Context: an optimization exercise on an open-source flow, tuned for small area and a short achievable clock period. The choices shown serve that exercise and are no tape-out recipe. In this exercise RTL edits were held to simulation tests only and were not proved equivalent to the original. Power is estimated from default activity; no workload was simulated.

==> design.v <==
module pg_bit(
	input  wire a,
	input  wire b,
	input  wire use_b,
	input  wire sub,
	output wire g,
	output wire p
);
wire x = (b & use_b) ^ sub;
assign g = a & x;
assign p = a ^ x;
endmodule
module ks_carries(
	input  wire        cin,
	input  wire [30:0] g,    
	input  wire [30:0] p,    
	output wire [31:0] cn    
);
wire g1_0;
cell_inv i1_0 (.a(cin), .y(g1_0));
wire g1_1;
pfx_aoi_g u1_1 (.gh(g[0]), .ph(p[0]), .gl(cin), .go(g1_1));
wire g1_2, p1_2;
pfx_aoi_gp u1_2 (.gh(g[1]), .ph(p[1]), .gl(g[0]), .pl(p[0]), .go(g1_2), .po(p1_2));
wire g1_3, p1_3;
pfx_aoi_gp u1_3 (.gh(g[2]), .ph(p[2]), .gl(g[1]), .pl(p[1]), .go(g1_3), .po(p1_3));
wire g1_4, p1_4;
pfx_aoi_gp u1_4 (.gh(g[3]), .ph(p[3]), .gl(g[2]), .pl(p[2]), .go(g1_4), .po(p1_4));
wire g1_5, p1_5;
pfx_aoi_gp u1_5 (.gh(g[4]), .ph(p[4]), .gl(g[3]), .pl(p[3]), .go(g1_5), .po(p1_5));
wire g1_6, p1_6;
pfx_aoi_gp u1_6 (.gh(g[5]), .ph(p[5]), .gl(g[4]), .pl(p[4]), .go(g1_6), .po(p1_6));
wire g1_7, p1_7;
pfx_aoi_gp u1_7 (.gh(g[6]), .ph(p[6]), .gl(g[5]), .pl(p[5]), .go(g1_7), .po(p1_7));
wire g1_8, p1_8;
pfx_aoi_gp u1_8 (.gh(g[7]), .ph(p[7]), .gl(g[6]), .pl(p[6]), .go(g1_8), .po(p1_8));
wire g1_9, p1_9;
pfx_aoi_gp u1_9 (.gh(g[8]), .ph(p[8]), .gl(g[7]), .pl(p[7]), .go(g1_9), .po(p1_9));
wire g1_10, p1_10;
pfx_aoi_gp u1_10 (.gh(g[9]), .ph(p[9]), .gl(g[8]), .pl(p[8]), .go(g1_10), .po(p1_10));
wire g1_11, p1_11;
pfx_aoi_gp u1_11 (.gh(g[10]), .ph(p[10]), .gl(g[9]), .pl(p[9]), .go(g1_11), .po(p1_11));
wire g1_12, p1_12;
pfx_aoi_gp u1_12 (.gh(g[11]), .ph(p[11]), .gl(g[10]), .pl(p[10]), .go(g1_12), .po(p1_12));
wire g1_13, p1_13;
pfx_aoi_gp u1_13 (.gh(g[12]), .ph(p[12]), .gl(g[11]), .pl(p[11]), .go(g1_13), .po(p1_13));
wire g1_14, p1_14;
pfx_aoi_gp u1_14 (.gh(g[13]), .ph(p[13]), .gl(g[12]), .pl(p[12]), .go(g1_14), .po(p1_14));
wire g1_15, p1_15;
pfx_aoi_gp u1_15 (.gh(g[14]), .ph(p[14]), .gl(g[13]), .pl(p[13]), .go(g1_15), .po(p1_15));
wire g1_16, p1_16;
pfx_aoi_gp u1_16 (.gh(g[15]), .ph(p[15]), .gl(g[14]), .pl(p[14]), .go(g1_16), .po(p1_16));
wire g1_17, p1_17;
pfx_aoi_gp u1_17 (.gh(g[16]), .ph(p[16]), .gl(g[15]), .pl(p[15]), .go(g1_17), .po(p1_17));
wire g1_18, p1_18;
pfx_aoi_gp u1_18 (.gh(g[17]), .ph(p[17]), .gl(g[16]), .pl(p[16]), .go(g1_18), .po(p1_18));
wire g1_19, p1_19;
pfx_aoi_gp u1_19 (.gh(g[18]), .ph(p[18]), .gl(g[17]), .pl(p[17]), .go(g1_19), .po(p1_19));
wire g1_20, p1_20;
pfx_aoi_gp u1_20 (.gh(g[19]), .ph(p[19]), .gl(g[18]), .pl(p[18]), .go(g1_20), .po(p1_20));
wire g1_21, p1_21;
pfx_aoi_gp u1_21 (.gh(g[20]), .ph(p[20]), .gl(g[19]), .pl(p[19]), .go(g1_21), .po(p1_21));
wire g1_22, p1_22;
pfx_aoi_gp u1_22 (.gh(g[21]), .ph(p[21]), .gl(g[20]), .pl(p[20]), .go(g1_22), .po(p1_22));
wire g1_23, p1_23;
pfx_aoi_gp u1_23 (.gh(g[22]), .ph(p[22]), .gl(g[21]), .pl(p[21]), .go(g1_23), .po(p1_23));
wire g1_24, p1_24;
pfx_aoi_gp u1_24 (.gh(g[23]), .ph(p[23]), .gl(g[22]), .pl(p[22]), .go(g1_24), .po(p1_24));
wire g1_25, p1_25;
pfx_aoi_gp u1_25 (.gh(g[24]), .ph(p[24]), .gl(g[23]), .pl(p[23]), .go(g1_25), .po(p1_25));
wire g1_26, p1_26;
pfx_aoi_gp u1_26 (.gh(g[25]), .ph(p[25]), .gl(g[24]), .pl(p[24]), .go(g1_26), .po(p1_26));
wire g1_27, p1_27;
pfx_aoi_gp u1_27 (.gh(g[26]), .ph(p[26]), .gl(g[25]), .pl(p[25]), .go(g1_27), .po(p1_27));
wire g1_28, p1_28;
pfx_aoi_gp u1_28 (.gh(g[27]), .ph(p[27]), .gl(g[26]), .pl(p[26]), .go(g1_28), .po(p1_28));
wire g1_29, p1_29;
pfx_aoi_gp u1_29 (.gh(g[28]), .ph(p[28]), .gl(g[27]), .pl(p[27]), .go(g1_29), .po(p1_29));
wire g1_30, p1_30;
pfx_aoi_gp u1_30 (.gh(g[29]), .ph(p[29]), .gl(g[28]), .pl(p[28]), .go(g1_30), .po(p1_30));
wire g1_31, p1_31;
pfx_aoi_gp u1_31 (.gh(g[30]), .ph(p[30]), .gl(g[29]), .pl(p[29]), .go(g1_31), .po(p1_31));
wire g2_0;
cell_inv i2_0 (.a(g1_0), .y(g2_0));
wire g2_1;
cell_inv i2_1 (.a(g1_1), .y(g2_1));
wire g2_2;
pfx_oai_g u2_2 (.gh(g1_2), .ph(p1_2), .gl(g1_0), .go(g2_2));
wire g2_3;
pfx_oai_g u2_3 (.gh(g1_3), .ph(p1_3), .gl(g1_1), .go(g2_3));
wire g2_4, p2_4;
pfx_oai_gp u2_4 (.gh(g1_4), .ph(p1_4), .gl(g1_2), .pl(p1_2), .go(g2_4), .po(p2_4));
wire g2_5, p2_5;
pfx_oai_gp u2_5 (.gh(g1_5), .ph(p1_5), .gl(g1_3), .pl(p1_3), .go(g2_5), .po(p2_5));
wire g2_6, p2_6;
pfx_oai_gp u2_6 (.gh(g1_6), .ph(p1_6), .gl(g1_4), .pl(p1_4), .go(g2_6), .po(p2_6));
wire g2_7, p2_7;
pfx_oai_gp u2_7 (.gh(g1_7), .ph(p1_7), .gl(g1_5), .pl(p1_5), .go(g2_7), .po(p2_7));
wire g2_8, p2_8;
pfx_oai_gp u2_8 (.gh(g1_8), .ph(p1_8), .gl(g1_6), .pl(p1_6), .go(g2_8), .po(p2_8));
wire g2_9, p2_9;
pfx_oai_gp u2_9 (.gh(g1_9), .ph(p1_9), .gl(g1_7), .pl(p1_7), .go(g2_9), .po(p2_9));
wire g2_10, p2_10;
pfx_oai_gp u2_10 (.gh(g1_10), .ph(p1_10), .gl(g1_8), .pl(p1_8), .go(g2_10), .po(p2_10));
wire g2_11, p2_11;
pfx_oai_gp u2_11 (.gh(g1_11), .ph(p1_11), .gl(g1_9), .pl(p1_9), .go(g2_11), .po(p2_11));
wire g2_12, p2_12;
pfx_oai_gp u2_12 (.gh(g1_12), .ph(p1_12), .gl(g1_10), .pl(p1_10), .go(g2_12), .po(p2_12));
wire g2_13, p2_13;
pfx_oai_gp u2_13 (.gh(g1_13), .ph(p1_13), .gl(g1_11), .pl(p1_11), .go(g2_13), .po(p2_13));
wire g2_14, p2_14;
pfx_oai_gp u2_14 (.gh(g1_14), .ph(p1_14), .gl(g1_12), .pl(p1_12), .go(g2_14), .po(p2_14));
wire g2_15, p2_15;
pfx_oai_gp u2_15 (.gh(g1_15), .ph(p1_15), .gl(g1_13), .pl(p1_13), .go(g2_15), .po(p2_15));
wire g2_16, p2_16;
pfx_oai_gp u2_16 (.gh(g1_16), .ph(p1_16), .gl(g1_14), .pl(p1_14), .go(g2_16), .po(p2_16));
wire g2_17, p2_17;
pfx_oai_gp u2_17 (.gh(g1_17), .ph(p1_17), .gl(g1_15), .pl(p1_15), .go(g2_17), .po(p2_17));
wire g2_18, p2_18;
pfx_oai_gp u2_18 (.gh(g1_18), .ph(p1_18), .gl(g1_16), .pl(p1_16), .go(g2_18), .po(p2_18));
wire g2_19, p2_19;
pfx_oai_gp u2_19 (.gh(g1_19), .ph(p1_19), .gl(g1_17), .pl(p1_17), .go(g2_19), .po(p2_19));
wire g2_20, p2_20;
pfx_oai_gp u2_20 (.gh(g1_20), .ph(p1_20), .gl(g1_18), .pl(p1_18), .go(g2_20), .po(p2_20));
wire g2_21, p2_21;
pfx_oai_gp u2_21 (.gh(g1_21), .ph(p1_21), .gl(g1_19), .pl(p1_19), .go(g2_21), .po(p2_21));
wire g2_22, p2_22;
pfx_oai_gp u2_22 (.gh(g1_22), .ph(p1_22), .gl(g1_20), .pl(p1_20), .go(g2_22), .po(p2_22));
wire g2_23, p2_23;
pfx_oai_gp u2_23 (.gh(g1_23), .ph(p1_23), .gl(g1_21), .pl(p1_21), .go(g2_23), .po(p2_23));
wire g2_24, p2_24;
pfx_oai_gp u2_24 (.gh(g1_24), .ph(p1_24), .gl(g1_22), .pl(p1_22), .go(g2_24), .po(p2_24));
wire g2_25, p2_25;
pfx_oai_gp u2_25 (.gh(g1_25), .ph(p1_25), .gl(g1_23), .pl(p1_23), .go(g2_25), .po(p2_25));
wire g2_26, p2_26;
pfx_oai_gp u2_26 (.gh(g1_26), .ph(p1_26), .gl(g1_24), .pl(p1_24), .go(g2_26), .po(p2_26));
wire g2_27, p2_27;
pfx_oai_gp u2_27 (.gh(g1_27), .ph(p1_27), .gl(g1_25), .pl(p1_25), .go(g2_27), .po(p2_27));
wire g2_28, p2_28;
pfx_oai_gp u2_28 (.gh(g1_28), .ph(p1_28), .gl(g1_26), .pl(p1_26), .go(g2_28), .po(p2_28));
wire g2_29, p2_29;
pfx_oai_gp u2_29 (.gh(g1_29), .ph(p1_29), .gl(g1_27), .pl(p1_27), .go(g2_29), .po(p2_29));
wire g2_30, p2_30;
pfx_oai_gp u2_30 (.gh(g1_30), .ph(p1_30), .gl(g1_28), .pl(p1_28), .go(g2_30), .po(p2_30));
wire g2_31, p2_31;
pfx_oai_gp u2_31 (.gh(g1_31), .ph(p1_31), .gl(g1_29), .pl(p1_29), .go(g2_31), .po(p2_31));
wire g3_0;
cell_inv i3_0 (.a(g2_0), .y(g3_0));
wire g3_1;
cell_inv i3_1 (.a(g2_1), .y(g3_1));
wire g3_2;
cell_inv i3_2 (.a(g2_2), .y(g3_2));
wire g3_3;
cell_inv i3_3 (.a(g2_3), .y(g3_3));
wire g3_4;
pfx_aoi_g u3_4 (.gh(g2_4), .ph(p2_4), .gl(g2_0), .go(g3_4));
wire g3_5;
pfx_aoi_g u3_5 (.gh(g2_5), .ph(p2_5), .gl(g2_1), .go(g3_5));
wire g3_6;
pfx_aoi_g u3_6 (.gh(g2_6), .ph(p2_6), .gl(g2_2), .go(g3_6));
wire g3_7;
pfx_aoi_g u3_7 (.gh(g2_7), .ph(p2_7), .gl(g2_3), .go(g3_7));
wire g3_8, p3_8;
pfx_aoi_gp u3_8 (.gh(g2_8), .ph(p2_8), .gl(g2_4), .pl(p2_4), .go(g3_8), .po(p3_8));
wire g3_9, p3_9;
pfx_aoi_gp u3_9 (.gh(g2_9), .ph(p2_9), .gl(g2_5), .pl(p2_5), .go(g3_9), .po(p3_9));
wire g3_10, p3_10;
pfx_aoi_gp u3_10 (.gh(g2_10), .ph(p2_10), .gl(g2_6), .pl(p2_6), .go(g3_10), .po(p3_10));
wire g3_11, p3_11;
pfx_aoi_gp u3_11 (.gh(g2_11), .ph(p2_11), .gl(g2_7), .pl(p2_7), .go(g3_11), .po(p3_11));
wire g3_12, p3_12;
pfx_aoi_gp u3_12 (.gh(g2_12), .ph(p2_12), .gl(g2_8), .pl(p2_8), .go(g3_12), .po(p3_12));
wire g3_13, p3_13;
pfx_aoi_gp u3_13 (.gh(g2_13), .ph(p2_13), .gl(g2_9), .pl(p2_9), .go(g3_13), .po(p3_13));
wire g3_14, p3_14;
pfx_aoi_gp u3_14 (.gh(g2_14), .ph(p2_14), .gl(g2_10), .pl(p2_10), .go(g3_14), .po(p3_14));
wire g3_15, p3_15;
pfx_aoi_gp u3_15 (.gh(g2_15), .ph(p2_15), .gl(g2_11), .pl(p2_11), .go(g3_15), .po(p3_15));
wire g3_16, p3_16;
pfx_aoi_gp u3_16 (.gh(g2_16), .ph(p2_16), .gl(g2_12), .pl(p2_12), .go(g3_16), .po(p3_16));
wire g3_17, p3_17;
pfx_aoi_gp u3_17 (.gh(g2_17), .ph(p2_17), .gl(g2_13), .pl(p2_13), .go(g3_17), .po(p3_17));
wire g3_18, p3_18;
pfx_aoi_gp u3_18 (.gh(g2_18), .ph(p2_18), .gl(g2_14), .pl(p2_14), .go(g3_18), .po(p3_18));
wire g3_19, p3_19;
pfx_aoi_gp u3_19 (.gh(g2_19), .ph(p2_19), .gl(g2_15), .pl(p2_15), .go(g3_19), .po(p3_19));
wire g3_20, p3_20;
pfx_aoi_gp u3_20 (.gh(g2_20), .ph(p2_20), .gl(g2_16), .pl(p2_16), .go(g3_20), .po(p3_20));
wire g3_21, p3_21;
pfx_aoi_gp u3_21 (.gh(g2_21), .ph(p2_21), .gl(g2_17), .pl(p2_17), .go(g3_21), .po(p3_21));
wire g3_22, p3_22;
pfx_aoi_gp u3_22 (.gh(g2_22), .ph(p2_22), .gl(g2_18), .pl(p2_18), .go(g3_22), .po(p3_22));
wire g3_23, p3_23;
pfx_aoi_gp u3_23 (.gh(g2_23), .ph(p2_23), .gl(g2_19), .pl(p2_19), .go(g3_23), .po(p3_23));
wire g3_24, p3_24;
pfx_aoi_gp u3_24 (.gh(g2_24), .ph(p2_24), .gl(g2_20), .pl(p2_20), .go(g3_24), .po(p3_24));
wire g3_25, p3_25;
pfx_aoi_gp u3_25 (.gh(g2_25), .ph(p2_25), .gl(g2_21), .pl(p2_21), .go(g3_25), .po(p3_25));
wire g3_26, p3_26;
pfx_aoi_gp u3_26 (.gh(g2_26), .ph(p2_26), .gl(g2_22), .pl(p2_22), .go(g3_26), .po(p3_26));
wire g3_27, p3_27;
pfx_aoi_gp u3_27 (.gh(g2_27), .ph(p2_27), .gl(g2_23), .pl(p2_23), .go(g3_27), .po(p3_27));
wire g3_28, p3_28;
pfx_aoi_gp u3_28 (.gh(g2_28), .ph(p2_28), .gl(g2_24), .pl(p2_24), .go(g3_28), .po(p3_28));
wire g3_29, p3_29;
pfx_aoi_gp u3_29 (.gh(g2_29), .ph(p2_29), .gl(g2_25), .pl(p2_25), .go(g3_29), .po(p3_29));
wire g3_30, p3_30;
pfx_aoi_gp u3_30 (.gh(g2_30), .ph(p2_30), .gl(g2_26), .pl(p2_26), .go(g3_30), .po(p3_30));
wire g3_31, p3_31;
pfx_aoi_gp u3_31 (.gh(g2_31), .ph(p2_31), .gl(g2_27), .pl(p2_27), .go(g3_31), .po(p3_31));
wire g4_0;
cell_inv i4_0 (.a(g3_0), .y(g4_0));
wire g4_1;
cell_inv i4_1 (.a(g3_1), .y(g4_1));
wire g4_2;
cell_inv i4_2 (.a(g3_2), .y(g4_2));
wire g4_3;
cell_inv i4_3 (.a(g3_3), .y(g4_3));
wire g4_4;
cell_inv i4_4 (.a(g3_4), .y(g4_4));
wire g4_5;
cell_inv i4_5 (.a(g3_5), .y(g4_5));
wire g4_6;
cell_inv i4_6 (.a(g3_6), .y(g4_6));
wire g4_7;
cell_inv i4_7 (.a(g3_7), .y(g4_7));
wire g4_8;
pfx_oai_g u4_8 (.gh(g3_8), .ph(p3_8), .gl(g3_0), .go(g4_8));
wire g4_9;
pfx_oai_g u4_9 (.gh(g3_9), .ph(p3_9), .gl(g3_1), .go(g4_9));
wire g4_10;
pfx_oai_g u4_10 (.gh(g3_10), .ph(p3_10), .gl(g3_2), .go(g4_10));
wire g4_11;
pfx_oai_g u4_11 (.gh(g3_11), .ph(p3_11), .gl(g3_3), .go(g4_11));
wire g4_12;
pfx_oai_g u4_12 (.gh(g3_12), .ph(p3_12), .gl(g3_4), .go(g4_12));
wire g4_13;
pfx_oai_g u4_13 (.gh(g3_13), .ph(p3_13), .gl(g3_5), .go(g4_13));
wire g4_14;
pfx_oai_g u4_14 (.gh(g3_14), .ph(p3_14), .gl(g3_6), .go(g4_14));
wire g4_15;
pfx_oai_g u4_15 (.gh(g3_15), .ph(p3_15), .gl(g3_7), .go(g4_15));
wire g4_16, p4_16;
pfx_oai_gp u4_16 (.gh(g3_16), .ph(p3_16), .gl(g3_8), .pl(p3_8), .go(g4_16), .po(p4_16));
wire g4_17, p4_17;
pfx_oai_gp u4_17 (.gh(g3_17), .ph(p3_17), .gl(g3_9), .pl(p3_9), .go(g4_17), .po(p4_17));
wire g4_18, p4_18;
pfx_oai_gp u4_18 (.gh(g3_18), .ph(p3_18), .gl(g3_10), .pl(p3_10), .go(g4_18), .po(p4_18));
wire g4_19, p4_19;
pfx_oai_gp u4_19 (.gh(g3_19), .ph(p3_19), .gl(g3_11), .pl(p3_11), .go(g4_19), .po(p4_19));
wire g4_20, p4_20;
pfx_oai_gp u4_20 (.gh(g3_20), .ph(p3_20), .gl(g3_12), .pl(p3_12), .go(g4_20), .po(p4_20));
wire g4_21, p4_21;
pfx_oai_gp u4_21 (.gh(g3_21), .ph(p3_21), .gl(g3_13), .pl(p3_13), .go(g4_21), .po(p4_21));
wire g4_22, p4_22;
pfx_oai_gp u4_22 (.gh(g3_22), .ph(p3_22), .gl(g3_14), .pl(p3_14), .go(g4_22), .po(p4_22));
wire g4_23, p4_23;
pfx_oai_gp u4_23 (.gh(g3_23), .ph(p3_23), .gl(g3_15), .pl(p3_15), .go(g4_23), .po(p4_23));
wire g4_24, p4_24;
pfx_oai_gp u4_24 (.gh(g3_24), .ph(p3_24), .gl(g3_16), .pl(p3_16), .go(g4_24), .po(p4_24));
wire g4_25, p4_25;
pfx_oai_gp u4_25 (.gh(g3_25), .ph(p3_25), .gl(g3_17), .pl(p3_17), .go(g4_25), .po(p4_25));
wire g4_26, p4_26;
pfx_oai_gp u4_26 (.gh(g3_26), .ph(p3_26), .gl(g3_18), .pl(p3_18), .go(g4_26), .po(p4_26));
wire g4_27, p4_27;
pfx_oai_gp u4_27 (.gh(g3_27), .ph(p3_27), .gl(g3_19), .pl(p3_19), .go(g4_27), .po(p4_27));
wire g4_28, p4_28;
pfx_oai_gp u4_28 (.gh(g3_28), .ph(p3_28), .gl(g3_20), .pl(p3_20), .go(g4_28), .po(p4_28));
wire g4_29, p4_29;
pfx_oai_gp u4_29 (.gh(g3_29), .ph(p3_29), .gl(g3_21), .pl(p3_21), .go(g4_29), .po(p4_29));
wire g4_30, p4_30;
pfx_oai_gp u4_30 (.gh(g3_30), .ph(p3_30), .gl(g3_22), .pl(p3_22), .go(g4_30), .po(p4_30));
wire g4_31, p4_31;
pfx_oai_gp u4_31 (.gh(g3_31), .ph(p3_31), .gl(g3_23), .pl(p3_23), .go(g4_31), .po(p4_31));
cell_inv i5_0 (.a(g4_0), .y(cn[0]));
cell_inv i5_1 (.a(g4_1), .y(cn[1]));
cell_inv i5_2 (.a(g4_2), .y(cn[2]));
cell_inv i5_3 (.a(g4_3), .y(cn[3]));
cell_inv i5_4 (.a(g4_4), .y(cn[4]));
cell_inv i5_5 (.a(g4_5), .y(cn[5]));
cell_inv i5_6 (.a(g4_6), .y(cn[6]));
cell_inv i5_7 (.a(g4_7), .y(cn[7]));
cell_inv i5_8 (.a(g4_8), .y(cn[8]));
cell_inv i5_9 (.a(g4_9), .y(cn[9]));
cell_inv i5_10 (.a(g4_10), .y(cn[10]));
cell_inv i5_11 (.a(g4_11), .y(cn[11]));
cell_inv i5_12 (.a(g4_12), .y(cn[12]));
cell_inv i5_13 (.a(g4_13), .y(cn[13]));
cell_inv i5_14 (.a(g4_14), .y(cn[14]));
cell_inv i5_15 (.a(g4_15), .y(cn[15]));
pfx_aoi_g u5_16 (.gh(g4_16), .ph(p4_16), .gl(g4_0), .go(cn[16]));
pfx_aoi_g u5_17 (.gh(g4_17), .ph(p4_17), .gl(g4_1), .go(cn[17]));
pfx_aoi_g u5_18 (.gh(g4_18), .ph(p4_18), .gl(g4_2), .go(cn[18]));
pfx_aoi_g u5_19 (.gh(g4_19), .ph(p4_19), .gl(g4_3), .go(cn[19]));
pfx_aoi_g u5_20 (.gh(g4_20), .ph(p4_20), .gl(g4_4), .go(cn[20]));
pfx_aoi_g u5_21 (.gh(g4_21), .ph(p4_21), .gl(g4_5), .go(cn[21]));
pfx_aoi_g u5_22 (.gh(g4_22), .ph(p4_22), .gl(g4_6), .go(cn[22]));
pfx_aoi_g u5_23 (.gh(g4_23), .ph(p4_23), .gl(g4_7), .go(cn[23]));
pfx_aoi_g u5_24 (.gh(g4_24), .ph(p4_24), .gl(g4_8), .go(cn[24]));
pfx_aoi_g u5_25 (.gh(g4_25), .ph(p4_25), .gl(g4_9), .go(cn[25]));
pfx_aoi_g u5_26 (.gh(g4_26), .ph(p4_26), .gl(g4_10), .go(cn[26]));
pfx_aoi_g u5_27 (.gh(g4_27), .ph(p4_27), .gl(g4_11), .go(cn[27]));
pfx_aoi_g u5_28 (.gh(g4_28), .ph(p4_28), .gl(g4_12), .go(cn[28]));
pfx_aoi_g u5_29 (.gh(g4_29), .ph(p4_29), .gl(g4_13), .go(cn[29]));
pfx_aoi_g u5_30 (.gh(g4_30), .ph(p4_30), .gl(g4_14), .go(cn[30]));
pfx_aoi_g u5_31 (.gh(g4_31), .ph(p4_31), .gl(g4_15), .go(cn[31]));
endmodule
module cell_inv(input wire a, output wire y);
assign y = ~a;
endmodule
module pfx_aoi_gp(input wire gh, ph, gl, pl, output wire go, po);
assign go = ~(gh | (ph & gl));
assign po = ~(ph & pl);
endmodule
module pfx_aoi_g(input wire gh, ph, gl, output wire go);
assign go = ~(gh | (ph & gl));
endmodule
module pfx_oai_gp(input wire gh, ph, gl, pl, output wire go, po);
assign go = ~(gh & (ph | gl));
assign po = ~(ph | pl);
endmodule
module pfx_oai_g(input wire gh, ph, gl, output wire go);
assign go = ~(gh & (ph | gl));
endmodule
module mux_cell(input wire s, d1, d0, output wire y);
assign y = s ? d1 : d0;
endmodule
module alu_ctl(input wire [3:0] op, output wire sub, use_b, cin);
assign sub   = ~op[3] & (op[1] ? op[0] : op[2]);
assign use_b = ~((~op[2] & op[1] & ~op[0]) | (op[2] & ~op[1] & op[0]));
assign cin   = ~op[3] & (op[0] ? ~(op[1] | op[2]) : (op[1] ^ op[2]));
endmodule
module zx_cell(input wire p, g, q, output wire e);
assign e = ~(p ^ (g | q));
endmodule
module nand4_cell(input wire a, b, c, d, output wire y);
assign y = ~(a & b & c & d);
endmodule
module nor2_cell(input wire a, b, output wire y);
assign y = ~(a | b);
endmodule
module zfin_cell(input wire zn, en, o, output wire y);
assign y = (en & ~zn) | o;
endmodule
module pbl2_datapath(
	input wire        clk,
	input wire        rst,
	input wire [3:0]  rf_read_a,
	input wire [3:0]  rf_read_b,
	input wire [3:0]  rf_write_addr,
	input wire        rf_read_en,
	input wire        rf_write_en,
	input wire        wb_from_mem,
	input wire [31:0] mem_data,
	input wire [4:0]  opula,
	input wire        alu_src_imm,
	input wire [15:0] imm,
	input wire        alu_en,
	output reg [31:0] alu_result,
	output reg        flag_zero,
	output reg        flag_carry,
	output reg        flag_sign,
	output reg        flag_overflow,
	output reg        alu_ready,
	output reg [31:0] rf_out_a,
	output reg [31:0] rf_out_b
);
genvar i;
integer k;
wire [31:0]  wdata = wb_from_mem ? mem_data : alu_result;
wire [31:0]  wd    = rst ? 32'd0 : wdata;
wire [511:0] regs;
generate
	for (i = 0; i < 16; i = i + 1) begin : g_reg
		reg [31:0] q;
		wire en = rst | (rf_write_en & (rf_write_addr == i));
		always @(posedge clk)
			if (en) q <= (i == 1) ? {wd[31:1], wd[0] | rst} : wd;
		assign regs[32*i +: 32] = q;
	end
endgenerate
reg [31:0] ma, mb;
always @(*) begin
	ma = 32'd0;
	mb = 32'd0;
	for (k = 0; k < 16; k = k + 1) begin
		ma = ma | ({32{~rst & (rf_read_a == k)}} & regs[32*k +: 32]);
		mb = mb | ({32{~rst & (rf_read_b == k)}} & regs[32*k +: 32]);
	end
end
always @(posedge clk)
	if (rst | rf_read_en) begin
		rf_out_a <= ma;
		rf_out_b <= mb;
	end
reg       arith;     
reg       ovf_inc;   
reg       ovf_dec;   
reg       shl, shr;
reg       logic_op;
reg [3:0] lut;       
reg       nop;       
always @(*) begin
	arith = 1'b0;
	ovf_inc = 1'b0; ovf_dec = 1'b0; shl = 1'b0; shr = 1'b0;
	logic_op = 1'b0; lut = 4'b0000; nop = 1'b0;
	case (opula)
		5'd0, 5'd8, 5'd12, 5'd22: arith = 1'b1;                            
		5'd1, 5'd3, 5'd4: arith = 1'b1;                                   
		5'd2:  begin arith = 1'b1; ovf_inc = 1'b1; end                     
		5'd5:  begin arith = 1'b1; ovf_dec = 1'b1; end                     
		5'd6:  shl = 1'b1;
		5'd7:  shr = 1'b1;
		5'd9:  begin logic_op = 1'b1; lut = 4'b1000; end  
		5'd10: begin logic_op = 1'b1; lut = 4'b0010; end  
		5'd11: begin logic_op = 1'b1; lut = 4'b0100; end  
		5'd13, 5'd15: begin logic_op = 1'b1; lut = 4'b1110; end  
		5'd14: begin logic_op = 1'b1; lut = 4'b0110; end  
		5'd16: begin logic_op = 1'b1; lut = 4'b0111; end  
		5'd17: begin logic_op = 1'b1; lut = 4'b1001; end  
		5'd18: begin logic_op = 1'b1; lut = 4'b0011; end  
		5'd19: begin logic_op = 1'b1; lut = 4'b1011; end  
		5'd20: begin logic_op = 1'b1; lut = 4'b1101; end  
		5'd21: begin logic_op = 1'b1; lut = 4'b0001; end  
		default: nop = 1'b1;
	endcase
end
wire sub, use_b, cin;
alu_ctl u_ctl (.op(opula[3:0]), .sub(sub), .use_b(use_b), .cin(cin));
wire [31:0] a = rf_out_a;
wire [31:0] b = alu_src_imm ? {{16{imm[15]}}, imm} : rf_out_b;
wire [31:0] g, p;
generate
	for (i = 0; i < 32; i = i + 1) begin : g_pg
		pg_bit u_pg (.a(a[i]), .b(b[i]), .use_b(use_b), .sub(sub), .g(g[i]), .p(p[i]));
	end
endgenerate
wire [31:0] cn;    
ks_carries u_ks (.cin(cin), .g(g[30:0]), .p(p[30:0]), .cn(cn));
wire [31:0] ze;
zx_cell u_zx0 (.p(p[0]), .g(cin), .q(1'b0), .e(ze[0]));
generate
	for (i = 1; i < 32; i = i + 1) begin : g_zx
		zx_cell u_zx (.p(p[i]), .g(g[i-1]), .q(p[i-1]), .e(ze[i]));
	end
endgenerate
wire [7:0] zn4;
wire [3:0] z8;
wire       sum_zero_n;
generate
	for (i = 0; i < 8; i = i + 1) begin : g_z4
		nand4_cell u_z4 (.a(ze[4*i]), .b(ze[4*i+1]), .c(ze[4*i+2]), .d(ze[4*i+3]), .y(zn4[i]));
	end
	for (i = 0; i < 4; i = i + 1) begin : g_z8
		nor2_cell u_z8 (.a(zn4[2*i]), .b(zn4[2*i+1]), .y(z8[i]));
	end
endgenerate
nand4_cell u_z32 (.a(z8[0]), .b(z8[1]), .c(z8[2]), .d(z8[3]), .y(sum_zero_n));
function [31:0] rev(input [31:0] v);
	integer n;
	for (n = 0; n < 32; n = n + 1) rev[n] = v[31-n];
endfunction
wire        big = |b[31:5];
wire [31:0] shr_out = a >> b[4:0];
wire [31:0] shl_out = a << b[4:0];
reg  [31:0] keep_r;    
always @(*)
	for (k = 0; k < 32; k = k + 1)
		keep_r[k] = (k >= b[4:0]);
wire zshr = ~|(a & keep_r);
wire zshl = ~|(a & rev(keep_r));
wire [31:0] lg = ({32{lut[3]}} &  a &  b) | ({32{lut[2]}} &  a & ~b) |
                 ({32{lut[1]}} & ~a &  b) | ({32{lut[0]}} & ~a & ~b);
wire        sh_ok   = ~big & ~rst;
wire [31:0] r_other = ({32{shr & sh_ok}} & shr_out) |
                      ({32{shl & sh_ok}} & shl_out) |
                      ({32{logic_op & ~rst}} & lg);
wire        sel_sum = arith & ~rst;
wire [31:0] r_new;
generate
	for (i = 0; i < 32; i = i + 1) begin : g_res
		mux_cell u_r (.s(cn[i]), .d1(( sel_sum & p[i]) | r_other[i]),
		              .d0((sel_sum & ~p[i]) | r_other[i]), .y(r_new[i]));
	end
endgenerate
wire z_other = ~rst & (nop ? ~|alu_result :
                       logic_op ? ~|lg :
                       (shl | shr) ? (big | (shl ? zshl : zshr)) : 1'b0);
wire z_new;
zfin_cell u_zfin (.zn(sum_zero_n), .en(arith & ~rst), .o(z_other), .y(z_new));
function ovf_of(input ar, input sb, input inc, input dec, input a31, input b31, input r31);
	ovf_of = ar & (
		(~sb & ~a31 & ~b31 &  r31) | (~sb & a31 &  b31 & ~r31) |
		( sb & ~a31 &  b31 &  r31) | ( sb & a31 & ~b31 & ~r31) |
		(inc & ~a31 & r31) | (dec & a31 & ~r31));
endfunction
wire ovf, carry, sign;
mux_cell u_ovf (.s(cn[31]),
	.d1(~rst & ovf_of(arith, sub, ovf_inc, ovf_dec, a[31], b[31],  p[31])),
	.d0(~rst & ovf_of(arith, sub, ovf_inc, ovf_dec, a[31], b[31], ~p[31])), .y(ovf));
mux_cell u_carry (.s(cn[31]), .d1(~rst & (g[31] ^ sub)),
	.d0(~rst & ((g[31] | p[31]) ^ sub)), .y(carry));
mux_cell u_sign (.s(cn[31]), .d1(~rst & p[31]), .d0(~rst & ~p[31]), .y(sign));
always @(posedge clk) begin
	if (rst | (alu_en & ~nop))
		alu_result <= r_new;
	if (rst | alu_en) begin
		flag_zero     <= z_new;
		flag_overflow <= ovf;
	end
	if (rst | (alu_en & arith)) begin
		flag_carry <= carry;
		flag_sign  <= sign;
	end
	alu_ready <= ~rst & alu_en;
end
endmodule
==> flow/run.sh <==
#!/bin/bash
# The standard layout (standard.sh), with the port buffers that
# buffer_ports inserts made plain buf_2 cells instead of its default choice
# (clkdlybuf4s50_1, a delay cell). Every port still gets its own buffer.
set -euo pipefail
bash standard.sh BUFFER_PORTS_ARGS="-buffer_cell sky130_fd_sc_hd__buf_2" finish > standard.log 2>&1
==> standard.sh <==
#!/bin/bash
# synth_recipe.tcl (not shown) runs the flow's synth.tcl, then flattens the netlist and writes it again
# the make line also repeats each setting of config.mk as NAME=value (left out here)
make -C /OpenROAD-flow-scripts/flow DESIGN_CONFIG=/design/flow/config.mk WORK_HOME=/design/flow/orfs CLKGATE_MAP_FILE= SYNTH_SCRIPT=/design/flow/synth_recipe.tcl "${@:-finish}"
==> config.mk <==
export PLATFORM = sky130hd
export DESIGN_NAME = pbl2_datapath
export DESIGN_NICKNAME = pbl2_datapath
export VERILOG_FILES = /design/flow/design.v
export SDC_FILE = /design/flow/constraint.sdc
export NUM_CORES = 4
export LEC_CHECK = 0
export CAP_MARGIN = 20
export CORE_MARGIN = 2
export CORE_UTILIZATION = 40
export SETUP_SLACK_MARGIN = 3
export SLEW_MARGIN = 20
export SYNTH_HIERARCHICAL = 1
export SYNTH_MINIMUM_KEEP_SIZE = 0
export TNS_END_PERCENT = 0
==> constraint.sdc <==
create_clock -name core_clock -period 6.0 [get_ports {clk}]
set_input_delay 1.2000 -clock core_clock [delete_from_list [all_inputs] [get_ports {clk}]]
set_output_delay 1.2000 -clock core_clock [all_outputs]
set_load 0.01 [all_outputs]
==> results of run 1 <==
-- cell usage after synthesis (all sizes together) (27+ instances only) --
library cell,count,area (sq um)
xor2,33,289
a221oi,177,1560
edfxtp,612,18400
nand3,68,340
o21ai,142,876
nor2,234,878
o211ai,38,285
a21oi,147,1020
buf,68,365
xnor2,34,298
mux2i,203,2060
clkbuf,163,613
mux4,27,608
nand2,259,972
ha,35,438
inv,60,225
mux2,78,1010
a22oi,78,591
a22o,164,1440
nand4,59,369
-- critical path, stage by stage --
cell	delay, ps
buf_12	120
buf_2	160
maj3_2	310
a22oi_2	290
buf_12	250
nand2_1	130
a32oi_2	430
nand4_1	170
nor3_1	270
nand2_1	130
o41ai_2	410
a21o_4	180
-- routing by layer --
metal  GRT usage  vias up
li1            -    12600
met1       0.467    15600
met2       0.594     2820
met3       0.111      780
met4       0.235        8
met5           0        -
-- per-module statistics from Yosys, one instance, submodules excluded, excerpt --
module | copies in the design | cells | area [sq um]
nor2_cell | 4 | 1 | 3.75
pfx_oai_g | 10 | 1 | 5.00
mux_cell | 35 | 1 | 15.0
nand4_cell | 9 | 1 | 6.26
zx_cell | 32 | 2 | 12.5
pfx_aoi_g | 21 | 1 | 8.76
pbl2_datapath | 1 | 2525 | 31600
pfx_oai_gp | 44 | 2 | 12.5
zfin_cell | 1 | 2 | 11.3
pg_bit | 32 | 3 | 25.0
pfx_aoi_gp | 54 | 2 | 12.5
cell_inv | 31 | 1 | 3.75
alu_ctl | 1 | 10 | 82.6
-- cells by family after synthesis --
logic type / count (synthesis)
other cells: 1
mux: 308
compound gates: 945
xor+xnor: 67
fa+ha+maj: 36
flops: 613
buf+inv: 291
simple gates: 742
-- power breakdown --
group	switching, mW	internal, mW
Clock	1.93	2.26
Sequential	0.440	5.22
Combinational	2.53	1.52
-- how the worst max path moves through the flow --
stage	start	endpoint	slack (ps)
finish	opula[1]	flag_zero	2380
global route	alu_src_imm	alu_result[17]	2430
CTS	alu_src_imm	alu_result[17]	2550
detailed placement	alu_src_imm	alu_result[24]	490
global placement	alu_src_imm	alu_result[24]	450
floorplan	alu_src_imm	alu_result[31]	1990
-- sequential cells by signal (all words and copies together) (netlist names) --
register and cells:
flag_overflow 1, alu_result 32, flag_carry 1, flag_sign 1
g.q 512, flag_zero 1, alu_ready 1, rf_out_a 32
rf_out_b 32
-- metrics by stage --
step	utilization	cell area, sq um	std cells	worst slack (ps)	total power [mW]
global placement	0.435	37800	4225	449	8.78
detailed placement	0.435	37800	4225	494	8.79
floorplan	-	35200	3003	1990	7.40
global route	0.504	43800	4502	2430	14.2
finish	0.504	43800	4502	2380	13.9
CTS	0.492	42800	4456	2550	13.6
-- what timing repair did --
action / in CTS / in global routing
endpoints found under the setup margin: 607 / 259
resized for setup: 374 / 106
cloned: 9 / 6
pin swaps: 87 / 63
hold buffers: 0 / 0
setup buffers: 95 / 40
-- final cells by class --
class	instances	area, sq um	area share
Sequential cell	613	18400	0.420
Multi-Input combinational cell	2102	18000	0.411
Timing Repair Buffer	445	3490	0.0796
Clock buffer	80	1790	0.0408
Tap cell	1155	1450	0.0330
Clock inverter	47	425	0.00971
Inverter	60	248	0.00565
-- layout by cell type, fill, tap and decap left out, types with 59 or more instances in the layout --
| cell type | synthesis | routed |
|---|---|---|
| edfxtp_1 | 612 | 612 |
| buf_4 | 12 | 234 |
| nand2_1 | 259 | 206 |
| nor2_1 | 234 | 182 |
| a221oi_1 | 176 | 175 |
| buf_2 | 34 | 166 |
| mux2i_1 | 200 | 165 |
| a22o_1 | 164 | 164 |
| a22oi_1 | 77 | 77 |
| clkbuf_16 | 0 | 74 |
| nand3_1 | 68 | 67 |
| o21ai_0 | 85 | 67 |
| a21oi_1 | 72 | 59 |
| nand4_1 | 59 | 59 |
==> out/qor.csv, run 1 <==
stage,metric,value,unit
critical_path,end_kind,flip-flop,
global_routing,grt_pass1_vias,30200,
routing,drt-total-wl,178,mm
placed_design,place_hpwl,115,mm
flow_run,cap_viol_max_count,0,
global_routing,antenna_found_initial,6,
worst_hold_path,min_path_type,flip-flop to flip-flop,
yosys,yosysSeqAreaShare,0.525,
die,ioPinCount,173,
yosys,synthCells,3003,
clocking,tritoncts,done,
timing,tightest_slew,1250,ps
die,start_util,0.404,
routing,wl_met3,23.0,mm
routing,first_iter_violations,5305,
yosys,synthArstFlopShare,0,
global_routing,grt_max_degree,65,
critical_path,cp-start-kind,primary input,
global_routing,grt_pass1_wl,240,mm
global_routing,grt-ovfl-total,0,
timing,drv_slew,0,
final_layout,n_antenna_cell,0,
die,die_height,300,um
timing,period_share,0.603,
critical_path,critPathKind,primary input to flip-flop,
clocking,clkSlewWorstSetupHoldPaths,70,ps
final_layout,drive_above_1_share,0.328,
timing,finalSetupViolations,0,
run_status,status,finished clean,
routing,first_pass_iters,9,
power,ir_worst_vdd,0.000199,V
yosys,synth_edf_count,612,
placed_design,io_buffers,172,
worst_hold_path,hold_depth,1,
routing,antenna_left,0,
timing,max_freq,0.276,GHz
die,dieWidth,300,um
clocking,cts-root-buf,clkbuf_16,
critical_path,cp_data_arrival_time,4070,ps
critical_path,r2r_cells,9,
yosys,synth_cell_types,79,
yosys,synth-seq-cells,613,
routing,dr_total_vias,31900,
yosys,yosys_warnings,7,
timing,hold_viol_final,0,
yosys,synthSimpleGateAreaFrac,0.0954,
critical_path,cp_max_fo,31,
timing,hold_ws,569,ps
timing,setup-tns-final,0,ps
yosys,ys.flop_type,edfxtp_1,
critical_path,r2r_end,flag_zero,
worst_hold_path,holdCritStartpoint,g_reg[11].q[12],
routing,wl_met1,62.0,mm
die,rows,108,
routing,routed_via_density,7.08,
final_layout,syn_to_final_growth,25.0,%
clocking,clock-sinks,613,
die,core,86900,sq um
global_routing,grt_util_all_layers,0.381,
yosys,synthMuxAreaShare,0.105,
yosys,syn_area,35100,sq um
routing,post_drt_wl_per_cell,39.6,um
power,powerDensity,317,nW/um^2
critical_path,rrSetupSlack,2540,ps
timing,finClkSkew,49.6,ps
yosys,synth-adder-area-share,0.0128,
die,dieArea,90100,sq um
yosys,avgSynthCellArea,11.7,sq um
yosys,synth_compound_area_frac,0.211,
critical_path,required,6450,ps
timing,relSlewSlack,0.163,
timing,rsz0062_at_grt,true,
clocking,clk_latency,640,ps
final_layout,fin_nets,3399,
clocking,htreeDepth,3,
yosys,synth-xor-area-share,0.0167,
yosys,synth_nets,3110,
worst_hold_path,min_to,rf_out_a[12],
final_layout,fillCellCount,7579,
routing,highest_layer,met5,
clocking,clockBufferDepth,3,
power,leakage,16.4,nW
yosys,synth_top_family_by_area,compound AO/OA/AOI/OAI gates,
routing,met2_length,78.5,mm
routing,drc,0,
critical_path,reg2reg_from,alu_result[5],
clocking,cts_made_buffers,70,
placed_design,place.gp.congestion,1.04,
timing,period_minus_slack,3620,ps
==> inputs of run 2 (changes only) <==
==> run.sh (new file) <==
#!/bin/bash
# synth_recipe.tcl (not shown) runs the flow's synth.tcl, then flattens the netlist and writes it again
# the make line also repeats each setting of config.mk as NAME=value (left out here)
make -C /OpenROAD-flow-scripts/flow DESIGN_CONFIG=/design/flow/config.mk WORK_HOME=/design/flow/orfs CLKGATE_MAP_FILE= SYNTH_SCRIPT=/design/flow/synth_recipe.tcl finish
removed: flow/run.sh
removed: standard.sh
==> run 2 against run 1 <==
Against the previous run:
- register-to-register slack about the same
- die area did not move
- largest power group unchanged
- non-clock buffer count fell by 58
- cell count fell by 1.4%
- first-iteration DRC count grew 2.2%
- flip-flop and latch count did not move
- via count decreased by 0.56%
==> out/qor.csv, run 2 <==
stage,metric,value,unit,change
routing,routed_via_density,7.13,,was 7.08
routing,drt-total-wl,174,mm,was 178 mm
yosys,synth_cell_types,79,,unchanged
die,dieArea,90100,sq um,unchanged
yosys,synthArstFlopShare,0,,unchanged
placed_design,place.gp.congestion,1.07,,was 1.04
yosys,synth_edf_count,612,,unchanged
run_status,status,finished clean,,unchanged
final_layout,regMostFlops,g.q,,unchanged
timing,max_freq,0.271,GHz,was 0.276 GHz
die,ioPinCount,173,,unchanged
yosys,synthCells,3003,,unchanged
final_layout,drive_above_1_share,0.249,,was 0.328
die,die_height,300,um,unchanged
yosys,yosys_warnings,7,,unchanged
clocking,cts_made_buffers,66,,was 70
routing,wl_met3,21.8,mm,was 23.0 mm
global_routing,grt_util_all_layers,0.373,,was 0.381
timing,relSlewSlack,0.138,,was 0.163
timing,drv_slew,0,,unchanged
timing,setup-tns-final,0,ps,unchanged
global_routing,grt_max_degree,65,,unchanged
power,ir_worst_vdd,0.000198,V,was 0.000199 V
timing,hold_ws,607,ps,was 569 ps
final_layout,fin_nets,3338,,"was 3,399"
yosys,synth-seq-cells,613,,unchanged
die,core,86900,sq um,unchanged
die,dieWidth,300,um,unchanged
yosys,yosys-top-cells-area,"edfxtp_1 52%, mux2i_1 5.7%, a221oi_1 4.4%",,unchanged
yosys,syn_area,35100,sq um,unchanged
final_layout,largest_reg_flops,512,,unchanged
critical_path,critPathKind,primary input to flip-flop,,unchanged
clocking,clk_latency,660,ps,was 640 ps
clocking,cts_hold_buffers,0,,unchanged
routing,dr_total_vias,31700,,"was 31,900"
routing,first_pass_iters,9,,unchanged
timing,rsz0062_at_grt,true,,unchanged
critical_path,cp_max_fo,12,,was 31
clocking,cts-root-buf,clkbuf_16,,unchanged
clocking,clockBufferDepth,3,,unchanged
timing,finClkSkew,50.9,ps,was 49.6 ps
global_routing,antenna_found_initial,12,,was 6
routing,drc,0,,unchanged
yosys,synth_top_area_frac,0.524,,unchanged
routing,post_drt_wl_per_cell,39.3,um,was 39.6 um
worst_hold_path,min_path_type,flip-flop to flip-flop,,unchanged
final_layout,final_common_cell,edfxtp_1,,unchanged
yosys,synth_top_cells_by_count,"612 x edfxtp_1, 259 x nand2_1, 234 x nor2_1",,unchanged
routing,met2_length,76.3,mm,was 78.5 mm
flow_run,cap_viol_max_count,0,,unchanged
final_layout,layout_common_cells,"612 x edfxtp_1, 236 x nand2_1, 196 x nor2_1, 176 x mux2i_1, 175 x a221oi_1",,"was 612 x edfxtp_1, 234 x buf_4, 206 x nand2_1, 182 x nor2_1, 175 x a221oi_1"
clocking,clkSlewWorstSetupHoldPaths,60,ps,was 70 ps
yosys,ys.flop_type,edfxtp_1,,unchanged
critical_path,cp-start-kind,primary input,,unchanged
global_routing,grt_pass1_vias,30200,,about the same
routing,antenna_left,0,,unchanged
yosys,yosysSeqAreaShare,0.525,,unchanged
yosys,avgSynthCellArea,11.7,sq um,unchanged
routing,wl_met1,60.8,mm,was 62.0 mm
clocking,htreeDepth,3,,unchanged
critical_path,r2r_cells,10,,was 9
timing,period_share,0.614,,was 0.603
timing,hold_viol_final,0,,unchanged
critical_path,cp_data_arrival_time,4160,ps,was 4070 ps
power,leakage,15.9,nW,was 16.4 nW
worst_hold_path,hold_depth,1,,unchanged
critical_path,required,6480,ps,was 6450 ps
global_routing,grt-ovfl-total,0,,unchanged
yosys,synth_largest_area_cell,edfxtp_1,,unchanged
placed_design,io_buffers,172,,unchanged
clocking,tritoncts,done,,unchanged
power,powerDensity,314,nW/um^2,was 317 nW/um^2
yosys,synth_nets,3110,,unchanged
routing,highest_layer,met5,,unchanged
routing,first_iter_violations,5421,,"was 5,305"
final_layout,syn_to_final_growth,24.0,%,was 25.0%
global_routing,grt_pass1_wl,235,mm,was 240 mm
yosys,synth_most_common_cell,edfxtp_1,,unchanged
critical_path,end_kind,flip-flop,,unchanged
die,rows,108,,unchanged
timing,period_minus_slack,3680,ps,was 3620 ps
timing,finalSetupViolations,0,,unchanged
clocking,clock-sinks,613,,unchanged
timing,tightest_slew,1290,ps,was 1250 ps
final_layout,fillCellCount,7548,,"was 7,579"
placed_design,place_hpwl,113,mm,was 115 mm
die,start_util,0.404,,unchanged
## run 2: cell counts after synthesis
Identical to the previous run, type by type.
## run 2: per-module statistics from Yosys, one instance, submodules excluded, a selection
module,copies in the design,cells,cell area (sq um)
pbl2_datapath,1,2525,31600
alu_ctl,1,10,82.6
pg_bit,32,3,25.0
mux_cell,35,1,15.0
pfx_aoi_gp,54,2,12.5
pfx_oai_gp,44,2,12.5
zx_cell,32,2,12.5
zfin_cell,1,2,11.3
pfx_aoi_g,21,1,8.76
nand4_cell,9,1,6.26
pfx_oai_g,10,1,5.00
cell_inv,31,1,3.75
nor2_cell,4,1,3.75
## run 2: power breakdown
part	total [mW]	internal, mW	switching, mW
logic	3.78	1.46	2.32
clock network	4.15	2.33	1.82
registers	5.73	5.22	0.505
## run 2: kinds of logic after synthesis
| kind of cell | after synthesis | synth area share |
|---|---|---|
| buffers and inverters | 291 | 0.0343 |
| AND/OR/NAND/NOR | 742 | 0.0954 |
| flip-flops | 613 | 0.525 |
| XOR/XNOR | 67 | 0.0167 |
| other | 1 | 0.000107 |
| adder cells (fa/ha/maj) | 36 | 0.0128 |
| multiplexers | 308 | 0.105 |
| AO/OA/AOI/OAI | 945 | 0.211 |
## run 2: path summary, 6_finish.rpt
kind	start	to	slack, ps
setup / recovery	rf_read_b[1]	rf_out_b[9]	2320
hold / removal	g_reg[15].q[29]	rf_out_a[29]	610
hold reg to reg	g_reg[15].q[29]	rf_out_a[29]	610
setup reg to reg	rf_out_b[0]	alu_result[8]	2530
## run 2: per-stage QoR
stage	utilization	total power [mW]	setup slack [ps]	instances	area [sq um]
3_5_place_dp	0.443	8.86	559	4214	38500
4_1_cts	0.487	13.3	2410	4391	42300
6_report	0.500	13.7	2320	4441	43500
3_3_place_gp	0.443	8.85	456	4213	38500
5_1_grt	0.500	14.0	2400	4436	43500
2_1_floorplan	-	7.40	1990	3003	35200
## run 2: per-layer routing
metal,vias to the layer above,global-route usage
met1,15500,0.454
met4,10,0.255
met5,-,0
met3,828,0.101
li1,12500,-
met2,2769,0.578
## run 2: worst max-delay path, stage by stage
cell and delay, ps:
clkdlybuf4s50_1 720, nand2_1 480, nor2_2 1140, a22o_1 310, a221oi_1 60, nand4_1 250
## run 2: final cells by class
cell class | count | area (sq um) | share of cell area
clock inverters | 41 | 484 | 0.0111
inverters | 60 | 249 | 0.00573
diodes | 5 | 12.5 | 0.000288
multi-input cells | 2103 | 17300 | 0.398
clock buffers | 77 | 1690 | 0.0389
flip-flops and latches | 613 | 18400 | 0.423
repair buffers | 387 | 3900 | 0.0897
well taps | 1155 | 1450 | 0.0332
## run 2: repair_timing
| item | in CTS | in global routing |
|---|---|---|
| pin swaps | 30 | 51 |
| gates resized for setup | 243 | 160 |
| endpoints found under the setup margin | 376 | 460 |
| cloned | 7 | 6 |
| buffers inserted | 52 | 39 |
==> inputs of run 3 (changes only) <==
--- a/design.v
+++ b/design.v
@@ -6,9 +6,23 @@
 	output wire g,
 	output wire p
 );
-wire x = (b & use_b) ^ sub;
-assign g = a & x;
-assign p = a ^ x;
+wire nb, x;
+nand2_cell u_nb (.a(b), .b(use_b), .y(nb));
+xnor2_cell u_x  (.a(nb), .b(sub), .y(x));
+xor2_cell  u_p  (.a(a), .b(x), .y(p));
+and2_cell  u_g  (.a(a), .b(x), .y(g));
+endmodule
+module nand2_cell(input wire a, b, output wire y);
+assign y = ~(a & b);
+endmodule
+module xnor2_cell(input wire a, b, output wire y);
+assign y = ~(a ^ b);
+endmodule
+module xor2_cell(input wire a, b, output wire y);
+assign y = a ^ b;
+endmodule
+module and2_cell(input wire a, b, output wire y);
+assign y = a & b;
 endmodule
 module ks_carries(
 	input  wire        cin,
@@ -325,10 +339,14 @@
 module mux_cell(input wire s, d1, d0, output wire y);
 assign y = s ? d1 : d0;
 endmodule
-module alu_ctl(input wire [3:0] op, output wire sub, use_b, cin);
-assign sub   = ~op[3] & (op[1] ? op[0] : op[2]);
-assign use_b = ~((~op[2] & op[1] & ~op[0]) | (op[2] & ~op[1] & op[0]));
-assign cin   = ~op[3] & (op[0] ? ~(op[1] | op[2]) : (op[1] ^ op[2]));
+module sub_ctl(input wire [3:0] op, output wire y);
+assign y = ~op[3] & (op[1] ? op[0] : op[2]);
+endmodule
+module useb_ctl(input wire [3:0] op, output wire y);
+assign y = ~((~op[2] & op[1] & ~op[0]) | (op[2] & ~op[1] & op[0]));
+endmodule
+module cin_ctl(input wire [3:0] op, output wire y);
+assign y = ~op[3] & (op[0] ? ~(op[1] | op[2]) : (op[1] ^ op[2]));
 endmodule
 module zx_cell(input wire p, g, q, output wire e);
 assign e = ~(p ^ (g | q));
@@ -426,7 +444,9 @@
 	endcase
 end
 wire sub, use_b, cin;
-alu_ctl u_ctl (.op(opula[3:0]), .sub(sub), .use_b(use_b), .cin(cin));
+sub_ctl  u_sub  (.op(opula[3:0]), .y(sub));
+useb_ctl u_useb (.op(opula[3:0]), .y(use_b));
+cin_ctl  u_cin  (.op(opula[3:0]), .y(cin));
 wire [31:0] a = rf_out_a;
 wire [31:0] b = alu_src_imm ? {{16{imm[15]}}, imm} : rf_out_b;
 wire [31:0] g, p;
@@ -460,20 +480,19 @@
 	integer n;
 	for (n = 0; n < 32; n = n + 1) rev[n] = v[31-n];
 endfunction
-wire        big = |b[31:5];
-wire [31:0] shr_out = a >> b[4:0];
-wire [31:0] shl_out = a << b[4:0];
-reg  [31:0] keep_r;    
+wire        big = |b[31:5];    
+wire [31:0] sh_in  = opula[0] ? a : rev(a);
+wire [31:0] sh_out = sh_in >> b[4:0];
+reg  [31:0] keep;
 always @(*)
 	for (k = 0; k < 32; k = k + 1)
-		keep_r[k] = (k >= b[4:0]);
-wire zshr = ~|(a & keep_r);
-wire zshl = ~|(a & rev(keep_r));
+		keep[k] = (k >= b[4:0]);
+wire zsh = ~|(sh_in & keep);
 wire [31:0] lg = ({32{lut[3]}} &  a &  b) | ({32{lut[2]}} &  a & ~b) |
                  ({32{lut[1]}} & ~a &  b) | ({32{lut[0]}} & ~a & ~b);
 wire        sh_ok   = ~big & ~rst;
-wire [31:0] r_other = ({32{shr & sh_ok}} & shr_out) |
-                      ({32{shl & sh_ok}} & shl_out) |
+wire [31:0] r_other = ({32{shr & sh_ok}} & sh_out) |
+                      ({32{shl & sh_ok}} & rev(sh_out)) |
                       ({32{logic_op & ~rst}} & lg);
 wire        sel_sum = arith & ~rst;
 wire [31:0] r_new;
@@ -485,7 +504,7 @@
 endgenerate
 wire z_other = ~rst & (nop ? ~|alu_result :
                        logic_op ? ~|lg :
-                       (shl | shr) ? (big | (shl ? zshl : zshr)) : 1'b0);
+                       (shl | shr) ? (big | zsh) : 1'b0);
 wire z_new;
 zfin_cell u_zfin (.zn(sum_zero_n), .en(arith & ~rst), .o(z_other), .y(z_new));
 function ovf_of(input ar, input sb, input inc, input dec, input a31, input b31, input r31);
==> run 3 against run 2 <==
Against the previous run:
- hold slack worse by 42 ps
- sequential share of layout area is 1.1 points higher
- largest power group unchanged
- cell count is 4.3% lower
- synthesized cell count is 7.7% lower
- fmax is 4.3% higher
- sequential power is 1% lower
- count of clock-buffer cells in the layout is 2 higher
- design area is 2.6% lower
- critical endpoint is now rf_out_a[19]
==> out/qor.csv, run 3 <==
stage,metric,value,unit,change
final_layout,drive_above_1_share,0.282,,was 0.249
power,ir_worst_vdd,0.000190,V,was 0.000198 V
power,internal_power,8.96,mW,was 9.01 mW
power,power_switching_share,0.328,,was 0.340
yosys,synth_largest_area_cell,edfxtp_1,,unchanged
yosys,synthArstFlopShare,0,,unchanged
worst_hold_path,holdCritStartpoint,g_reg[14].q[18],,was g_reg[15].q[29]
global_routing,grt_max_degree,65,,unchanged
placed_design,placed_cells,3990,,"was 4,214"
timing,finClkSkew,31.0,ps,was 50.9 ps
clocking,clock-sinks,613,,unchanged
critical_path,r2r_end,alu_result[6],,was alu_result[8]
global_routing,grt-ovfl-total,0,,unchanged
critical_path,crit_path_cell_trace,clkdlybuf4s50_1 > buf_4 > nand3_2 > nor2_1 > buf_4 > a222oi_1 > and3_1 > nand3_1,,was clkdlybuf4s50_1 > nand2_1 > nor2_2 > a22o_1 > a221oi_1 > nand4_1
final_layout,n_antenna_cell,0,,was 5
power,seqPwrFrac,0.425,,was 0.419
final_layout,final_common_cell,edfxtp_1,,unchanged
die,start_util,0.402,,was 0.404
yosys,synth_most_common_cell,edfxtp_1,,unchanged
clocking,clockBufferDepth,3,,unchanged
critical_path,cp_common_cell,buf_4,,
final_layout,regMostFlops,g.q,,unchanged
die,ioPinCount,173,,unchanged
critical_path,reg2reg_from,rf_out_a[10],,was rf_out_b[0]
yosys,yosysSeqAreaShare,0.549,,was 0.525
critical_path,required,6430,ps,was 6480 ps
clocking,tritoncts,done,,unchanged
routing,routed_via_density,6.97,,was 7.13
critical_path,r2r_cells,9,,was 10
yosys,synth_edf_count,612,,unchanged
yosys,syn_area,33500,sq um,"was 35,100 sq um"
critical_path,crit_buf_inv,3,,was 1
die,dieWidth,293,um,was 300 um
final_layout,largest_reg_flops,512,,unchanged
power,clkPwrFrac,0.316,,was 0.304
timing,period_share,0.589,,was 0.614
yosys,synth_top_area_frac,0.549,,was 0.524
clocking,clk_latency,630,ps,was 660 ps
yosys,avgSynthCellArea,12.1,sq um,was 11.7 sq um
placed_design,place.gp.congestion,1.03,,was 1.07
flow_run,cap_viol_max_count,0,,unchanged
critical_path,max_stage_delay,610,ps,was 1140 ps
worst_hold_path,min_path_type,flip-flop to flip-flop,,unchanged
global_routing,grt_util_all_layers,0.363,,was 0.373
critical_path,critPathKind,primary input to flip-flop,,unchanged
yosys,yosys-top-cells-area,"edfxtp_1 55%, a221oi_1 5.0%, mux2i_1 5.0%",,"was edfxtp_1 52%, mux2i_1 5.7%, a221oi_1 4.4%"
yosys,synth_nets,2844,,"was 3,110"
final_layout,syn_to_final_growth,26.5,%,was 24.0%
power,powerDensity,315,nW/um^2,was 314 nW/um^2
global_routing,grt_pass1_wl,219,mm,was 235 mm
final_layout,fin_nets,3198,,"was 3,338"
routing,drt-total-wl,161,mm,was 174 mm
timing,max_freq,0.283,GHz,was 0.271 GHz
timing,rsz0062_at_grt,true,,unchanged
yosys,synthCells,2771,,"was 3,003"
timing,setup-tns-final,0,ps,unchanged
final_layout,regArea,18400,sq um,unchanged
yosys,ys.flop_type,edfxtp_1,,unchanged
critical_path,rrSetupSlack,2510,ps,was 2530 ps
clocking,cts_hold_buffers,0,,unchanged
routing,antenna_left,0,,unchanged
die,dieArea,86000,sq um,"was 90,100 sq um"
clocking,cts-root-buf,clkbuf_16,,unchanged
run_status,status,finished clean,,unchanged
yosys,synth-seq-cells,613,,unchanged
global_routing,antenna_found_initial,13,,was 12
timing,relSlewSlack,0.167,,was 0.138
worst_hold_path,hold_depth,1,,unchanged
final_layout,fillCellCount,7157,,"was 7,548"
final_layout,finalNonFillerCells,4252,,"was 4,441"
die,die_height,293,um,was 300 um
clocking,clkSlewWorstSetupHoldPaths,60,ps,about the same
timing,hold_viol_final,0,,unchanged
clocking,cts_made_buffers,67,,was 66
final_layout,multiInputGateArea,15900,sq um,"was 17,300 sq um"
global_routing,grt_pass1_vias,28000,,"was 30,200"
worst_hold_path,min_to,rf_out_a[18],,was rf_out_a[29]
power,combPwrFrac,0.259,,was 0.277
routing,first_pass_iters,8,,was 9
placed_design,io_buffers,172,,unchanged
placed_design,place_hpwl,106,mm,was 113 mm
timing,finalSetupViolations,0,,unchanged
clocking,htreeDepth,3,,unchanged
critical_path,end_kind,flip-flop,,unchanged
routing,dr_total_vias,29700,,"was 31,700"
yosys,synth_cell_types,84,,was 79
critical_path,cp_max_fo,18,,was 12
die,core,83300,sq um,"was 86,900 sq um"
critical_path,cp_slowest_cell,nand3_2,,was nor2_2
critical_path,crit_family,simple AND/OR/NAND/NOR gates,,unchanged
yosys,yosys_warnings,7,,unchanged
routing,post_drt_wl_per_cell,37.9,um,was 39.3 um
yosys,synth_top_cells_by_count,"612 x edfxtp_1, 273 x nand2_1, 192 x a221oi_1",,"was 612 x edfxtp_1, 259 x nand2_1, 234 x nor2_1"
die,rows,106,,was 108
timing,hold_ws,565,ps,was 607 ps
routing,drc,0,,unchanged
critical_path,cp_data_arrival_time,3960,ps,was 4160 ps
final_layout,layout_common_cells,"612 x edfxtp_1, 255 x nand2_1, 248 x buf_4, 188 x a221oi_1, 158 x a22o_1",,"was 612 x edfxtp_1, 236 x nand2_1, 196 x nor2_1, 176 x mux2i_1, 175 x a221oi_1"
routing,first_iter_violations,5733,,"was 5,421"
timing,period_minus_slack,3530,ps,was 3680 ps
power,leakage,15.5,nW,was 15.9 nW
timing,tightest_slew,1250,ps,was 1290 ps
timing,drv_slew,0,,unchanged
power,switching_power,4.36,mW,was 4.65 mW
critical_path,cp-start-kind,primary input,,unchanged
## run 3: changes by cell type after synthesis, sizes merged, moves of 16 or more
| cell | change |
|---|---|
| a221oi | +16 |
| a222oi | +20 |
| a22oi | -26 |
| and2 | +25 |
| buf | -22 |
| clkbuf | -31 |
| ha | -34 |
| mux2i | -32 |
| nand3 | -31 |
| nor2 | -46 |
| o211ai | -24 |
| xor2 | +32 |
## run 3: power groups by stage
stage | Combinational [mW] | Clock (mW) | Sequential (mW)
finish | 3.45 | 4.20 | 5.67
global route | 3.59 | 4.40 | 5.68
CTS | 3.13 | 4.23 | 5.64
detailed placement | 2.78 | 0 | 5.72
global placement | 2.78 | 0 | 5.72
floorplan | 1.61 | 0 | 5.52
## run 3: worst max-delay path by stage
stage                             from             end  slack, ps  cells after the start
after CTS                       imm[1]   alu_result[8]       2520                     11
after global placement        opula[1]  alu_result[31]        590                     13
after floorplan               opula[1]  alu_result[31]       1930                     10
final                     rf_read_a[3]    rf_out_a[19]       2470                      8
after detailed placement      opula[1]  alu_result[14]        650                     13
after global routing       alu_src_imm  alu_result[11]       2420                     14
## run 3: timing repair
item | in CTS | in global routing
setup endpoints to repair | 360 | 393
resized for setup | 214 | 149
pin swaps | 47 | 43
setup buffers | 90 | 41
cloned | 10 | 5
## run 3: routing by layer
metal | vias to the layer above | part of all wire | global-route usage
met1 | 14500 | 0.36 | 0.455
met2 | 2626 | 0.45 | 0.569
met4 | 4 | 0.072 | 0.215
met3 | 630 | 0.12 | 0.0907
li1 | 11900 | - | -
met5 | - | 0.00019 | 0
## run 3: cell type report
type | count | area share
clock buffer | 79 | 0.0412
clock inverter | 37 | 0.0106
inverter | 54 | 0.00606
multi-input combinational | 1931 | 0.375
sequential | 613 | 0.434
tap | 1080 | 0.0319
timing repair buffer | 454 | 0.0996
timing repair inverter | 4 | 0.000886
## run 3: logic make-up (layout without fill, tap and decap cells)
kind of cell	after synthesis	count (layout)	share of synthesized area
buf+inv	232	628	0.0291
flops	613	613	0.549
simple gates	689	694	0.0938
mux	259	259	0.0935
fa+ha+maj	2	2	0.000710
compound gates	875	875	0.207
xor+xnor	100	100	0.0262
other cells	1	1	0.000112
## run 3: worst reg2reg max path: stages, from the launching register on
cell	delay [ps]
edfxtp_1	730
mux2i_1	600
mux2_2	310
mux4_2	280
nor2_1	60
a211oi_2	330
a21oi_2	100
a221oi_4	420
o21ai_1	130
mux2_4	300
## run 3: Yosys stat by module (local to each module, per instance), a selection
module | cells inside | copies in the design
pfx_oai_g | 1 | 10
zfin_cell | 2 | 1
xnor2_cell | 1 | 32
sub_ctl | 2 | 1
pbl2_datapath | 2261 | 1
zx_cell | 2 | 32
pfx_aoi_g | 1 | 21
nand4_cell | 1 | 9
## run 3: through the flow
step / cell area (sq um) / utilization / total power, mW / worst slack [ps]
floorplan: 33600 / - / 7.13 / 1930
detailed placement: 37300 / 0.447 / 8.50 / 647
global route: 42400 / 0.509 / 13.7 / 2420
CTS: 41200 / 0.495 / 13.0 / 2520
global placement: 37300 / 0.447 / 8.50 / 589
finish: 42400 / 0.509 / 13.3 / 2470

-- separate check: timing with driven ports --
How much do the figures lean on ideal ports? The routed layouts below were timed once more, with nothing changed but the port constraints.
Step 1: set_driving_cell puts a clkbuf_16 on clk and a buf_2 on each other input, an assumption about the parent block.
Step 2 also shifts input and output timing later by t, the mid clock arrival at the registers, as if the neighbouring blocks saw the same clock.
Three values: no drivers, after step 1, after step 2; two values: the first two.
| run | t, ns | setup WS [ns] | worst hold slack (ns) | cell pins on the clock port's net |
|---|---|---|---|---|
| run 1 | 0.681 | 2.379 / 2.287 / 1.606 | 0.569 / 0.569 / 0.569 | 1 |
| run 2 | 0.702 | 2.316 / 2.265 / 1.653 | 0.607 / 0.607 / 0.607 | 1 |
| run 3 | 0.683 | 2.469 / 2.367 / 1.683 | 0.565 / 0.565 / 0.565 | 1 |
After both steps setup and hold are still met in every run listed. For run 3, which loses most, drivers alone change the setup slack by -0.102 ns; drivers and shift together by -0.786 ns.
